What follows belongs to an exercise in optimizing a design on an open flow for small area and a short achievable clock period; a production flow would make more cautious choices.
Where RTL was checked, it was by simulation tests only, not by an equivalence proof against the original.
Power is estimated from default activity; no workload was simulated.

rev 12:
Design top, start of the top module:
module top(
    input rst, clk,
    input [11:0] ar, ai, br, bi,
    output [23:0] Pi, Pr
);
    wire       first, last;
    wire [2:0] sbr, sbi;
    control_unit uut1(
        .clk(clk), .rst(rst), .br(br), .bi(bi),
        .first(first), .last(last), .sbr(sbr), .sbi(sbi)
    );
    datapath uut2(
        .clk(clk), .first(first), .last(last),
        .ar(ar), .ai(ai), .sbr(sbr), .sbi(sbi),
        .Pr(Pr), .Pi(Pi)
    );
endmodule
Size: about 650 cells after synthesis, roughly 98 I/O pins.
==> flow/config.mk <==
export PLATFORM = sky130hd
export DESIGN_NAME = top
export DESIGN_NICKNAME = top
export VERILOG_FILES = /design/flow/design.v
export SDC_FILE = /design/flow/constraint.sdc
export NUM_CORES = 4
export LEC_CHECK = 0
export CAP_MARGIN = 20
export CORE_MARGIN = 2
export CORE_UTILIZATION = 40
export SLEW_MARGIN = 20
export BUFFER_PORTS_ARGS = -buffer_cell sky130_fd_sc_hd__buf_1
export CTS_ARGS = -sink_clustering_enable -repair_clock_nets -buf_list {sky130_fd_sc_hd__clkbuf_4 sky130_fd_sc_hd__clkbuf_8} -root_buf sky130_fd_sc_hd__clkbuf_8 -dont_use_dummy_load
==> flow/constraint.sdc <==
create_clock -name core_clock -period 7.0 [get_ports {clk}]
set_input_delay 1.4000 -clock core_clock [delete_from_list [all_inputs] [get_ports {clk}]]
set_output_delay 1.4000 -clock core_clock [all_outputs]
set_load 0.01 [all_outputs]
standard.sh (not shown) runs the stock make flow with config.mk's settings and CLKGATE_MAP_FILE= SYNTH_SCRIPT=/design/flow/synth_recipe.tcl, a recipe that flattens the netlist after the stock synthesis.
==> flow/flow/run.sh <==
#!/bin/bash
# The standard layout (standard.sh) with two changes to how the layout
# is made:
#  - the port buffers are buf_1 cells instead of the delay cells that
#    buffer_ports picks by default;
#  - clock tree synthesis uses small clock buffers and no dummy loads.
# The tool output goes to standard.log in this folder.
set -e
cat >> config.mk <<'EOC'
export BUFFER_PORTS_ARGS = -buffer_cell sky130_fd_sc_hd__buf_1
export CTS_ARGS = -sink_clustering_enable -repair_clock_nets -buf_list {sky130_fd_sc_hd__clkbuf_4 sky130_fd_sc_hd__clkbuf_8} -root_buf sky130_fd_sc_hd__clkbuf_8 -dont_use_dummy_load
EOC
bash standard.sh > standard.log 2>&1
Rev 12 ran to completion and came out clean on the timing, DRC and antenna checks.
Inputs modified between rev 12 and rev 13:
- putting SYNTH_ARGS at -noabc where nothing was set
==> flow/flow/run.sh <==
#!/bin/bash
# The standard layout (standard.sh) with three changes to how the layout
# is made:
#  - the port buffers are buf_1 cells instead of the delay cells that
#    buffer_ports picks by default;
#  - clock tree synthesis uses small clock buffers and no dummy loads;
#  - synthesis skips the early "abc -fast" pass inside yosys synth, so that
#    extract_fa sees the full adders written in the RTL.
# The tool output goes to standard.log in this folder.
set -e
cat >> config.mk <<'EOC'
export BUFFER_PORTS_ARGS = -buffer_cell sky130_fd_sc_hd__buf_1
export CTS_ARGS = -sink_clustering_enable -repair_clock_nets -buf_list {sky130_fd_sc_hd__clkbuf_4 sky130_fd_sc_hd__clkbuf_8} -root_buf sky130_fd_sc_hd__clkbuf_8 -dont_use_dummy_load
export SYNTH_ARGS = -noabc
EOC
bash standard.sh > standard.log 2>&1
Notes after the runs:
Compared with rev 12, rev 13 shows wire length lower by 0.70%.
Fmax: rev 13 below rev 12
Delta (rev 13 minus rev 12): wire length of the first global-routing pass -1.3%, cell area after synthesis down 1.9%, total leakage power about even.
Final instance count without filler cells (rev 12 / rev 13): 1.05
Cell area, rev 12 and rev 13: lower on rev 13
Rev 13 -> rev 12: H-tree depth reported by CTS delta 0, exact match
The latest clock arrival within the worst-skew pair was comparable across rev 12 and rev 13.
Number of logic inverters in the finished layout (rev 13 over rev 12): decrease, 73
Rev 13 vs rev 12, non-clock buffer count went up by 3.
Run comparison: rev 13 timing endpoint of the critical path uut2.Pr[23]$_DFF_P_; rev 12 timing endpoint of the critical path uut2.Pi[22]$_DFF_P_
No functional check of the RTL was part of any run of this note.


== try-umber ==
Another version of the RTL of top (not shown whole).
For scale: ~98 I/O pins, ~0.0064 sq mm of cells after synthesis.
## top
module top(
    input rst, clk,
    input [11:0] ar, ai, br, bi,
    output [23:0] Pi, Pr
);
    wire       first, last;
    wire [2:0] sbr, sbi;
    control_unit uut1(
        .clk(clk), .rst(rst), .br(br), .bi(bi),
        .first(first), .last(last), .sbr(sbr), .sbi(sbi)
    );
    datapath uut2(
        .clk(clk), .first(first),
        .ar(ar), .ai(ai), .sbr(sbr), .sbi(sbi),
        .Pr(Pr), .Pi(Pi)
    );
endmodule
clock: 7.0 ns
lec_check: 0
cap_margin: 20
core_margin: 2
core_utilization: 40
setup_slack_margin: 3.3
slew_margin: 20
buffer_ports_args: -buffer_cell sky130_fd_sc_hd__buf_1
cts_args: -sink_clustering_enable -repair_clock_nets -buf_list {sky130_fd_sc_hd__clkbuf_4 sky130_fd_sc_hd__clkbuf_8} -root_buf sky130_fd_sc_hd__clkbuf_8 -dont_use_dummy_load
==> flow/flow/run.sh <==
#!/bin/bash
# The standard layout (standard.sh) with these changes to how the layout
# is made:
#  - the port buffers are buf_1 cells instead of the delay cells that
#    buffer_ports picks by default;
#  - clock tree synthesis uses small clock buffers and no dummy loads;
#  - after the standard synthesis, polarity.py removes the inverters that
#    extract_fa leaves between full adders (same function, same registers).
# Each tool's output goes to a log file in this folder.
set -e
cat >> config.mk <<'EOC'
export BUFFER_PORTS_ARGS = -buffer_cell sky130_fd_sc_hd__buf_1
export CTS_ARGS = -sink_clustering_enable -repair_clock_nets -buf_list {sky130_fd_sc_hd__clkbuf_4 sky130_fd_sc_hd__clkbuf_8} -root_buf sky130_fd_sc_hd__clkbuf_8 -dont_use_dummy_load
EOC
bash standard.sh synth > synth.log 2>&1
R=orfs/results/sky130hd/top/base
cp $R/1_2_yosys.v yosys_netlist.v
python3 flow/polarity.py yosys_netlist.v $R/1_2_yosys.v > polarity.log 2>&1
rm -f $R/1_synth.odb $R/1_synth.sdc
bash standard.sh > standard.log 2>&1
Other scripts of this flow, unchanged in this note and not shown: flow/flow/polarity.py
The inputs of try-nickel differ from those of try-umber as listed below.
# try-umber
export LEC_CHECK = 0
export CAP_MARGIN = 20
export CORE_MARGIN = 2
export CORE_UTILIZATION = 40
export SETUP_SLACK_MARGIN = 3.3
export SLEW_MARGIN = 20
export BUFFER_PORTS_ARGS = -buffer_cell sky130_fd_sc_hd__buf_1
export CTS_ARGS = -sink_clustering_enable -repair_clock_nets -buf_list {sky130_fd_sc_hd__clkbuf_4 sky130_fd_sc_hd__clkbuf_8} -root_buf sky130_fd_sc_hd__clkbuf_8 -dont_use_dummy_load
create_clock -name core_clock -period 7.0 [get_ports {clk}]
# try-nickel
export LEC_CHECK = 0
export CAP_MARGIN = 20
export CORE_MARGIN = 2
export CORE_UTILIZATION = 40
export SETUP_SLACK_MARGIN = 3.45
export SLEW_MARGIN = 20
export BUFFER_PORTS_ARGS = -buffer_cell sky130_fd_sc_hd__buf_1
export CTS_ARGS = -sink_clustering_enable -repair_clock_nets -buf_list {sky130_fd_sc_hd__clkbuf_4 sky130_fd_sc_hd__clkbuf_8} -root_buf sky130_fd_sc_hd__clkbuf_8 -dont_use_dummy_load
create_clock -name core_clock -period 7.0 [get_ports {clk}]
[summary]
On try-nickel: global-route wire length before repair is 130 um lower than what try-umber gave. Higher worst path arrival time among try-nickel and try-umber: try-umber. Die boundary width came out exactly the same in try-nickel and try-umber. On try-nickel: number of buffers other than clock buffers in the final layout is 3.9% higher than what try-umber gave. On try-nickel: final worst-path setup slack is 0.033 ns higher than what try-umber gave. Re met2 layer wire length in the routed design: try-umber was lower than try-nickel.

==> separate check: timing with driven ports <==
How much do the figures lean on ideal ports? The routed layouts below were timed once more, with nothing changed but the port constraints.
Step 1 (the two cells are an assumption about what drives the block):
set clk [get_ports {clk}]
set_driving_cell -lib_cell sky130_fd_sc_hd__clkbuf_16 $clk
set_driving_cell -lib_cell sky130_fd_sc_hd__buf_2 [delete_from_list [all_inputs] $clk]
Step 2 adds t to the input delays and takes it off the output delays; t is the mean of the earliest and latest rising clock arrival at the registers after step 1. Input paths then give back, and output paths get back, about the clock's delay inside the block.
a / b / c = ideal ports / drivers / drivers and shift; a / b = the first two.
| run | t (ns) | setup slack, ns | hold slack, ns | worst setup path after step 2 |
|---|---|---|---|---|
| rev 12 | 0.382 | 2.064 / 2.074 / 1.692 | 0.351 / 0.351 / 0.351 | input to register |
| rev 13 | 0.390 | 1.745 / 1.759 / 1.370 | 0.344 / 0.344 / 0.344 | input to register |
| try-umber | 0.373 | 3.353 / 3.320 / 3.136 | 0.352 / 0.352 / 0.352 | input to register |
| try-nickel | 0.381 | 3.386 / 3.351 / 3.160 | 0.352 / 0.352 / 0.352 | input to register |
After both steps setup and hold are still met in every run listed. For rev 13, which loses most, drivers alone change the setup slack by +0.014 ns; drivers and shift together by -0.375 ns.
